This is an optimization exercise on Yosys and OpenROAD, whose aim is small area, not a production implementation.
Function was checked by simulation only, so behaviour that the tests miss may differ from the original.
The clock port is modelled as an ideal driver, which makes a skipped or thinned clock tree look cheaper than it is; a real chip needs a root buffer or a tree.
No activity file was given, so power comes from the tool's default toggle rates.

==> flow/design.v (excerpt) <==
module ATM_top(
    input        clk,         
    input        rst,         
    input  [1:0] mode,
    input  [11:0] keypad,
    input        load,
    output       auth,
    output [2:0] nstate,
    output [6:0] seg,
    output [3:0] an,
    output       dp
);
==> module ATM, before the edit <==
module ATM(
    input            clk,
    input            rst,
    input  [1:0]     mode,
    input  [11:0]    keypad,
    input            load,
    output [2:0]     nstate,
    output           auth,
    output [7:0]     bal
);
    reg [2:0] st;
    reg       kv;           
    reg [1:0] ki;           
    reg [1:0] acc;          
    reg [7:0] nbal;         
    reg [7:0] db0, db1, db2, db3;
    assign bal    = ~nbal;
    assign nstate = {st[2] & ~st[1], st[1] & ~st[2], st[0]};
    assign auth   = st[2] | st[1];
    wire s_bal = st == 3'd3;
    wire s_wd  = st == 3'd4;
    wire s_tr  = st == 3'd5;
    wire [3:0] ka = keypad[11:8];
    wire [7:0] kp = keypad[7:0];
    wire m0 = keypad == 12'hA11;
    wire m1 = keypad == 12'hB22;
    wire m2 = keypad == 12'hC33;
    wire m3 = keypad == 12'hD44;
    reg [7:0] src, tgb;
    always @(*) begin
        case (acc)
            2'd0: src = db0;
            2'd1: src = db1;
            2'd2: src = db2;
            default: src = db3;
        endcase
    end
    wire       tv = ka[3] & (ka[2] ^ ka[1]);      
    wire [1:0] ti = {~ka[1], ka[0]};              
    always @(*) begin
        case (ti)
            2'd0: tgb = db0;
            2'd1: tgb = db1;
            2'd2: tgb = db2;
            default: tgb = db3;
        endcase
    end
    wire [7:0] amt  = kp & {8{st[2]}};
    wire [8:0] dif9 = {1'b0, src} - {1'b0, amt};
    wire [7:0] diff = dif9[7:0];
    wire       a_le = ~dif9[8];                   
    wire       a_nz = |kp;
    wire [8:0] sum9 = {1'b0, tgb} + {1'b0, kp};
    wire       s_ok = ~sum9[8] & ~(&sum9[7:0]);   
    wire ok_w = a_nz & a_le;
    wire ok_t = ok_w & tv & (ti != acc) & s_ok;
    wire do_w = s_wd & load & ok_w;
    wire do_t = s_tr & load & ok_t;
    wire we_s = do_w | do_t;      
    wire [3:0] sa  = {acc == 2'd3, acc == 2'd2, acc == 2'd1, acc == 2'd0};
    wire [3:0] ta  = {ti == 2'd3, ti == 2'd2, ti == 2'd1, ti == 2'd0};
    wire [3:0] wdv = {4{we_s}} & sa;
    wire [3:0] wsv = {4{do_t}} & ta;
    wire [3:0] sd = wdv & {4{~rst}};
    wire [3:0] ss = wsv & {4{~rst}};
    wire [3:0] sh = ~wdv & ~wsv & {4{~rst}};
    localparam [31:0] INIT = {8'd40, 8'd200, 8'd175, 8'd50};
    wire [31:0] dbq = {db3, db2, db1, db0};
    wire [31:0] dbd;
    genvar gi;
    generate for (gi = 0; gi < 32; gi = gi + 1) begin : g_db
        assign dbd[gi] = (INIT[gi] & rst) | (sd[gi/8] & diff[gi%8]) |
                         (ss[gi/8] & sum9[gi%8]) | (sh[gi/8] & dbq[gi]);
    end endgenerate
    always @(posedge clk) {db3, db2, db1, db0} <= dbd;
    always @(posedge clk) begin
        if (load) begin
            ki <= {m2 | m3, m1 | m3};
        end
        if (st == 3'd1 && kv)
            acc <= ki;
    end
    always @(posedge clk) begin
        if (rst) begin
            st   <= 3'd0;
            kv   <= 1'b0;
            nbal <= 8'hff;
        end else begin
            if (load)
                kv <= m0 | m1 | m2 | m3;
            case (st)
                3'd1: if (kv) st <= 3'd2;
                3'd2: st <= {mode[1], ~mode[1], mode[0]};
                3'd3: st <= 3'd2;
                3'd4, 3'd5: if (load) st <= we_s ? 3'd0 : 3'd6;
                default: st <= 3'd1;
            endcase
            if (s_bal | do_w) nbal <= ~diff;
        end
    end
endmodule
export LEC_CHECK = 0
export ABC_AREA = 1
export CAP_MARGIN = 20
export CORE_MARGIN = 2
export CORE_UTILIZATION = 40
export GPL_TIMING_DRIVEN = 0
export PLACE_DENSITY = 0.6
export SLEW_MARGIN = 20
create_clock -name core_clock -period 10.0 [get_ports {clk}]
standard.sh (not shown) runs the stock make flow with config.mk's settings and CLKGATE_MAP_FILE= SYNTH_SCRIPT=/design/flow/synth_recipe.tcl, a recipe that flattens the netlist after the stock synthesis.
==> flow/flow/run.sh <==
#!/bin/bash
# Own layout flow: the standard synthesis, then the combinational logic
# between the (unchanged) flip-flops is re-mapped for area with a stronger ABC
# script, then the standard layout with small port buffers and a lighter
# clock tree. Each tool's output goes to a log file in the work folder.
set -euo pipefail
WORK=$(pwd)
FLOWDIR=$WORK/flow
YOSYS=${YOSYS_EXE:-/OpenROAD-flow-scripts/tools/install/yosys/bin/yosys}
R=$WORK/orfs/results/$FLOW_PLATFORM/ATM_top/base

# 1. standard synthesis, unchanged
bash standard.sh synth > $WORK/1_synth_standard.log 2>&1

# 2. re-map the combinational logic (flip-flops kept as they are): ABC's
#    deepsyn with several random seeds and two mappings, in rounds, each round
#    starting from the smallest netlist so far; keep the smallest
LIBF=$FLOW_HOME/platforms/$FLOW_PLATFORM/lib/sky130_fd_sc_hd__tt_025C_1v80.lib
RM=$WORK/remap
mkdir -p $RM
cp $R/1_2_yosys.v $WORK/1_2_yosys_standard.v
remap_one() {  # round seed map
  local tag=r$1_s$2_m$3 amap="amap"
  [[ $3 == 2 ]] && amap="amap -x"
  echo "strash; &get -n; &deepsyn -T 10 -S $2; &put; dch -f; $amap; topo" > $RM/$tag.abc
  LIB=$LIBF TOP=$FLOW_TOP IN=$RM/in_r$1.v OUT=$RM/$tag.v ABCSCR=$RM/$tag.abc \
  DONT_USE="*lpflow* *probe*" timeout 600 $YOSYS -c $FLOWDIR/remap.tcl > $RM/$tag.log 2>&1 || true
}
export -f remap_one
export RM LIBF FLOW_TOP YOSYS FLOWDIR
best=$WORK/1_2_yosys_standard.v
besta=""
for round in 1 2; do
  cp $best $RM/in_r$round.v
  for seed in $(seq 1 ${REMAP_SEEDS:-12}); do for m in 1 2; do echo "$round $seed $m"; done; done \
    | xargs -P ${NUM_CORES:-4} -L 1 bash -c 'remap_one $0 $1 $2'
  for f in $RM/r${round}_*.v.stat; do
    a=$(awk '/Chip area for module/ {print $NF}' $f)
    echo "$(basename $f .stat) $a" >> $WORK/1_remap_choice.log
  done
  # smallest candidate so far that is proven equivalent to the standard netlist
  for b in $(for f in $RM/r${round}_*.v.stat; do echo "$(awk '/Chip area for module/ {print $NF}' $f) ${f%.stat}"; done | sort -g | cut -d' ' -f2); do
    a=$(awk '/Chip area for module/ {print $NF}' $b.stat)
    if [[ -n "$besta" ]] && ! awk -v a="$a" -v b="$besta" 'BEGIN{exit !(a < b)}'; then break; fi
    if LIB=$LIBF TOP=$FLOW_TOP GOLD=$WORK/1_2_yosys_standard.v GATE=$b \
         timeout 900 $YOSYS -c $FLOWDIR/eq.tcl > $b.eq.log 2>&1; then
      best=$b
      besta=$a
      break
    fi
    echo "$b not proven equivalent" >> $WORK/1_remap_choice.log
  done
  echo "round $round best $best" >> $WORK/1_remap_choice.log
done
cp $best $WORK/1_2_yosys_remap.v
cp $best $R/1_2_yosys.v
rm -f $R/1_synth.odb $R/1_synth.sdc

# 3. standard floorplan and placement, with small port buffers
export BUFFER_PORTS_ARGS="-buffer_cell sky130_fd_sc_hd__buf_1"
bash standard.sh place > $WORK/2_place_standard.log 2>&1

# 4. clock distribution (flow/clock.tcl) in place of TritonCTS
RESULTS_DIR=$R LIB=$FLOW_HOME/platforms/$FLOW_PLATFORM/lib/sky130_fd_sc_hd__tt_025C_1v80.lib \
PLATFORM_DIR=$FLOW_HOME/platforms/$FLOW_PLATFORM CLOCK_PORT=clk \
CLKBUF_LIST="sky130_fd_sc_hd__clkbuf_4 sky130_fd_sc_hd__buf_6 sky130_fd_sc_hd__clkbuf_8 sky130_fd_sc_hd__buf_8 sky130_fd_sc_hd__buf_12 sky130_fd_sc_hd__clkbuf_16" SLEW_TARGET=0.112 NGROUP=4 \
  ${OPENROAD_EXE:-$FLOW_HOME/../tools/install/OpenROAD/bin/openroad} -no_init -exit $FLOWDIR/clock.tcl > $WORK/3_clock_openroad.log 2>&1

# 5. standard routing and finishing
bash standard.sh finish > $WORK/4_route_standard.log 2>&1
Other scripts of this flow, unchanged in this note and not shown: flow/flow/clock.tcl, flow/flow/eq.tcl, flow/flow/remap.tcl
The baseline completed with no timing, DRC or antenna violations.
Rerun with:
--- a/flow/design.v
+++ b/flow/design.v
@@ -71,35 +71,36 @@
     genvar gi;
     generate for (gi = 0; gi < 32; gi = gi + 1) begin : g_db
         assign dbd[gi] = (INIT[gi] & rst) | (sd[gi/8] & diff[gi%8]) |
                          (ss[gi/8] & sum9[gi%8]) | (sh[gi/8] & dbq[gi]);
     end endgenerate
     always @(posedge clk) {db3, db2, db1, db0} <= dbd;
+    wire be = (s_bal | do_w) & ~rst;
+    wire bh = ~(s_bal | do_w) & ~rst;
+    always @(posedge clk) nbal <= {8{rst}} | ({8{be}} & ~diff) | ({8{bh}} & nbal);
     always @(posedge clk) begin
         if (load) begin
             ki <= {m2 | m3, m1 | m3};
         end
         if (st == 3'd1 && kv)
             acc <= ki;
     end
     always @(posedge clk) begin
         if (rst) begin
             st   <= 3'd0;
             kv   <= 1'b0;
-            nbal <= 8'hff;
         end else begin
             if (load)
                 kv <= m0 | m1 | m2 | m3;
             case (st)
                 3'd1: if (kv) st <= 3'd2;
                 3'd2: st <= {mode[1], ~mode[1], mode[0]};
                 3'd3: st <= 3'd2;
                 3'd4, 3'd5: if (load) st <= we_s ? 3'd0 : 3'd6;
                 default: st <= 3'd1;
             endcase
-            if (s_bal | do_w) nbal <= ~diff;
         end
     end
 endmodule
 module seven_seg_display_bal(
     input            clk,
     input            rst,
Outcome: Die area stays flat; hold slack is better by 0.0092 ns; via count shrinks by 1.5%; utilization hardly moves; fmax went up by about 13%; worst setup slack improves by 0.97 ns; global-route usage goes down by 0.22 points; routed wire length fell by 0.39%; final area is about the same; area after synthesis hardly moves; total power is higher by about 1.5%; first-iteration DRC count fell by 45%; final cell count stays flat.
In every run of this note, the design's own scripts or RTL, not TritonCTS, make the clock network.

---

Another version of the RTL of ATM_top (not shown whole).
Size: ~33 I/O pins.
==> module ATM, before the edit <==
module ATM(
    input            clk,
    input            rst,
    input  [1:0]     mode,
    input  [11:0]    keypad,
    input            load,
    output [2:0]     nstate,
    output           auth,
    output [7:0]     bal
);
    reg [2:0] st;
    reg       kv;           
    reg [1:0] ki;           
    reg [1:0] acc;          
    reg [7:0] nbal;         
    reg [7:0] db0, db1, db2, db3;
    assign bal    = ~nbal;
    assign nstate = {st[2] & ~st[1], st[1] & ~st[2], st[0]};
    assign auth   = st[2] | st[1];
    wire s_bal = st == 3'd3;
    wire s_wd  = st == 3'd4;
    wire s_tr  = st == 3'd5;
    wire [3:0] ka = keypad[11:8];
    wire [7:0] kp = keypad[7:0];
    wire m0 = keypad == 12'hA11;
    wire m1 = keypad == 12'hB22;
    wire m2 = keypad == 12'hC33;
    wire m3 = keypad == 12'hD44;
    reg [7:0] src, tgb;
    always @(*) begin
        case (acc)
            2'd0: src = db0;
            2'd1: src = db1;
            2'd2: src = db2;
            default: src = db3;
        endcase
    end
    wire       tv = ka[3] & (ka[2] ^ ka[1]);      
    wire [1:0] ti = {~ka[1], ka[0]};              
    always @(*) begin
        case (ti)
            2'd0: tgb = db0;
            2'd1: tgb = db1;
            2'd2: tgb = db2;
            default: tgb = db3;
        endcase
    end
    wire [7:0] amt  = kp & {8{st[2]}};
    wire [8:0] dif9 = {1'b0, src} - {1'b0, amt};
    wire [7:0] diff = dif9[7:0];
    wire       a_le = ~dif9[8];                   
    wire       a_nz = |kp;
    wire [8:0] sum9 = {1'b0, tgb} + {1'b0, kp};
    wire       s_ok = ~sum9[8] & ~(&sum9[7:0]);   
    wire ok_w = a_nz & a_le;
    wire ok_t = ok_w & tv & (ti != acc) & s_ok;
    wire do_w = s_wd & load & ok_w;
    wire do_t = s_tr & load & ok_t;
    wire we_s = do_w | do_t;      
    wire [3:0] sa  = {acc == 2'd3, acc == 2'd2, acc == 2'd1, acc == 2'd0};
    wire [3:0] ta  = {ti == 2'd3, ti == 2'd2, ti == 2'd1, ti == 2'd0};
    wire [3:0] wdv = {4{we_s}} & sa;
    wire [3:0] wsv = {4{do_t}} & ta;
    always @(posedge clk) begin
        if (rst) begin
            db0 <= 8'd50;
            db1 <= 8'd175;
            db2 <= 8'd200;
            db3 <= 8'd40;
        end else begin
            if (wdv[0]) db0 <= diff; else if (wsv[0]) db0 <= sum9[7:0];
            if (wdv[1]) db1 <= diff; else if (wsv[1]) db1 <= sum9[7:0];
            if (wdv[2]) db2 <= diff; else if (wsv[2]) db2 <= sum9[7:0];
            if (wdv[3]) db3 <= diff; else if (wsv[3]) db3 <= sum9[7:0];
        end
    end
    always @(posedge clk) begin
        if (load) begin
            ki <= {m2 | m3, m1 | m3};
        end
        if (st == 3'd1 && kv)
            acc <= ki;
    end
    always @(posedge clk) begin
        if (rst) begin
            st   <= 3'd0;
            kv   <= 1'b0;
            nbal <= 8'hff;
        end else begin
            if (load)
                kv <= m0 | m1 | m2 | m3;
            case (st)
                3'd1: if (kv) st <= 3'd2;
                3'd2: st <= {mode[1], ~mode[1], mode[0]};
                3'd3: st <= 3'd2;
                3'd4, 3'd5: if (load) st <= we_s ? 3'd0 : 3'd6;
                default: st <= 3'd1;
            endcase
            if (s_bal | do_w) nbal <= ~diff;
        end
    end
endmodule
clock: 10.0 ns
lec_check: 0
abc_area: 1
cap_margin: 20
core_margin: 2
core_utilization: 40
gpl_timing_driven: 0
place_density: 0.6
slew_margin: 20
==> flow/flow/run.sh <==
#!/bin/bash
# Own layout flow: the standard synthesis, then the combinational logic
# between the (unchanged) flip-flops is re-mapped for area with a stronger ABC
# script, then the standard layout with small port buffers and a lighter
# clock tree. Each tool's output goes to a log file in the work folder.
set -euo pipefail
WORK=$(pwd)
FLOWDIR=$WORK/flow
YOSYS=${YOSYS_EXE:-/OpenROAD-flow-scripts/tools/install/yosys/bin/yosys}
R=$WORK/orfs/results/$FLOW_PLATFORM/ATM_top/base

# 1. standard synthesis, unchanged
bash standard.sh synth > $WORK/1_synth_standard.log 2>&1

# 2. re-map the combinational logic (flip-flops kept as they are): ABC's
#    deepsyn with several random seeds and two mappings, in rounds, each round
#    starting from the smallest netlist so far; keep the smallest
LIBF=$FLOW_HOME/platforms/$FLOW_PLATFORM/lib/sky130_fd_sc_hd__tt_025C_1v80.lib
RM=$WORK/remap
mkdir -p $RM
cp $R/1_2_yosys.v $WORK/1_2_yosys_standard.v
remap_one() {  # round seed map
  local tag=r$1_s$2_m$3 amap="amap"
  [[ $3 == 2 ]] && amap="amap -x"
  echo "strash; &get -n; &deepsyn -T 10 -S $2; &put; dch -f; $amap; topo" > $RM/$tag.abc
  LIB=$LIBF TOP=$FLOW_TOP IN=$RM/in_r$1.v OUT=$RM/$tag.v ABCSCR=$RM/$tag.abc \
  DONT_USE="*lpflow* *probe*" timeout 600 $YOSYS -c $FLOWDIR/remap.tcl > $RM/$tag.log 2>&1 || true
}
export -f remap_one
export RM LIBF FLOW_TOP YOSYS FLOWDIR
best=$WORK/1_2_yosys_standard.v
for round in 1 2; do
  cp $best $RM/in_r$round.v
  for seed in $(seq 1 ${REMAP_SEEDS:-12}); do for m in 1 2; do echo "$round $seed $m"; done; done \
    | xargs -P ${NUM_CORES:-4} -L 1 bash -c 'remap_one $0 $1 $2'
  for f in $RM/r${round}_*.v.stat; do
    a=$(awk '/Chip area for module/ {print $NF}' $f)
    echo "$(basename $f .stat) $a" >> $WORK/1_remap_choice.log
  done
  # smallest candidate that is proven equivalent to the standard netlist
  for b in $(for f in $RM/r${round}_*.v.stat; do echo "$(awk '/Chip area for module/ {print $NF}' $f) ${f%.stat}"; done | sort -g | cut -d' ' -f2); do
    if LIB=$LIBF TOP=$FLOW_TOP GOLD=$WORK/1_2_yosys_standard.v GATE=$b \
         timeout 900 $YOSYS -c $FLOWDIR/eq.tcl > $b.eq.log 2>&1; then
      best=$b
      break
    fi
    echo "$b not proven equivalent" >> $WORK/1_remap_choice.log
  done
  echo "round $round best $best" >> $WORK/1_remap_choice.log
done
cp $best $WORK/1_2_yosys_remap.v
cp $best $R/1_2_yosys.v
rm -f $R/1_synth.odb $R/1_synth.sdc

# 3. standard floorplan and placement, with small port buffers
export BUFFER_PORTS_ARGS="-buffer_cell sky130_fd_sc_hd__buf_1"
bash standard.sh place > $WORK/2_place_standard.log 2>&1

# 4. clock distribution (flow/clock.tcl) in place of TritonCTS
RESULTS_DIR=$R LIB=$FLOW_HOME/platforms/$FLOW_PLATFORM/lib/sky130_fd_sc_hd__tt_025C_1v80.lib \
PLATFORM_DIR=$FLOW_HOME/platforms/$FLOW_PLATFORM CLOCK_PORT=clk \
CLKBUF_LIST="sky130_fd_sc_hd__clkbuf_2 sky130_fd_sc_hd__clkbuf_4 sky130_fd_sc_hd__clkbuf_8 sky130_fd_sc_hd__clkbuf_16" SLEW_TARGET=0.118 NGROUP=4 \
  ${OPENROAD_EXE:-$FLOW_HOME/../tools/install/OpenROAD/bin/openroad} -no_init -exit $FLOWDIR/clock.tcl > $WORK/3_clock_openroad.log 2>&1

# 5. standard routing and finishing
bash standard.sh finish > $WORK/4_route_standard.log 2>&1
Other scripts of this flow, unchanged in this note and not shown: flow/flow/clock.tcl, flow/flow/eq.tcl, flow/flow/remap.tcl
Next try:
--- a/flow/design.v
+++ b/flow/design.v
@@ -61,21 +61,20 @@
     wire [3:0] sa  = {acc == 2'd3, acc == 2'd2, acc == 2'd1, acc == 2'd0};
     wire [3:0] ta  = {ti == 2'd3, ti == 2'd2, ti == 2'd1, ti == 2'd0};
     wire [3:0] wdv = {4{we_s}} & sa;
     wire [3:0] wsv = {4{do_t}} & ta;
-    always @(posedge clk) begin
-        if (rst) begin
-            db0 <= 8'd50;
-            db1 <= 8'd175;
-            db2 <= 8'd200;
-            db3 <= 8'd40;
-        end else begin
-            if (wdv[0]) db0 <= diff; else if (wsv[0]) db0 <= sum9[7:0];
-            if (wdv[1]) db1 <= diff; else if (wsv[1]) db1 <= sum9[7:0];
-            if (wdv[2]) db2 <= diff; else if (wsv[2]) db2 <= sum9[7:0];
-            if (wdv[3]) db3 <= diff; else if (wsv[3]) db3 <= sum9[7:0];
-        end
-    end
+    wire [3:0] sd = wdv & {4{~rst}};
+    wire [3:0] ss = wsv & {4{~rst}};
+    wire [3:0] sh = ~wdv & ~wsv & {4{~rst}};
+    localparam [31:0] INIT = {8'd40, 8'd200, 8'd175, 8'd50};
+    wire [31:0] dbq = {db3, db2, db1, db0};
+    wire [31:0] dbd;
+    genvar gi;
+    generate for (gi = 0; gi < 32; gi = gi + 1) begin : g_db
+        assign dbd[gi] = (INIT[gi] & rst) | (sd[gi/8] & diff[gi%8]) |
+                         (ss[gi/8] & sum9[gi%8]) | (sh[gi/8] & dbq[gi]);
+    end endgenerate
+    always @(posedge clk) {db3, db2, db1, db0} <= dbd;
     always @(posedge clk) begin
         if (load) begin
             ki <= {m2 | m3, m1 | m3};
         end
- power goes up by 7.7%
- clock skew rose by 0.0066 ns
- worst hold slack is about the same
- worst setup slack is worse by 0.53 ns
- final cell count falls by 1.2%
- via count is lower by 2.5%
- area after synthesis came out lower by 1.2%
- die area falls by 1.1%
- register-to-register slack got worse by 0.40 ns
- synthesized cell count decreases by 1.5%
- global-route usage decreases by 1.3 points
In every run of this note, the design's own scripts or RTL, not TritonCTS, make the clock network.

[re-timing with driven ports]
In the flow no input, the clock included, has a driving cell. The finished layouts below were timed again as built, in two steps.
Step 1 (the two cells are an assumption about what drives the block):
set clk [get_ports {clk}]
set_driving_cell -lib_cell sky130_fd_sc_hd__clkbuf_16 $clk
set_driving_cell -lib_cell sky130_fd_sc_hd__buf_2 [delete_from_list [all_inputs] $clk]
Step 2, shift: input delay + t, output delay - t, t = (earliest + latest rising clock arrival at the registers) / 2. This alone moves slack from input paths to output paths.
a / b / c = no drivers / after step 1 / after step 2; a / b = the first two.
| run | t, ns | setup WS [ns] | latest minus earliest clock arrival (ns) | cell pins on the clock port's net |
|---|---|---|---|---|
| the first run of note 1 | 0.217 | 1.733 / 1.776 / 1.558 | 0.011 / 0.011 | 4 |
| the second run of note 1 | 0.200 | 2.702 / 2.753 / 2.553 | 0.024 / 0.024 | 4 |
| the first run of note 2 | 0.223 | 3.366 / 3.407 / 3.184 | 0.022 / 0.022 | 4 |
| the second run of note 2 | 0.224 | 2.839 / 2.881 / 2.657 | 0.029 / 0.028 | 4 |
After both steps every run listed still meets setup and hold.
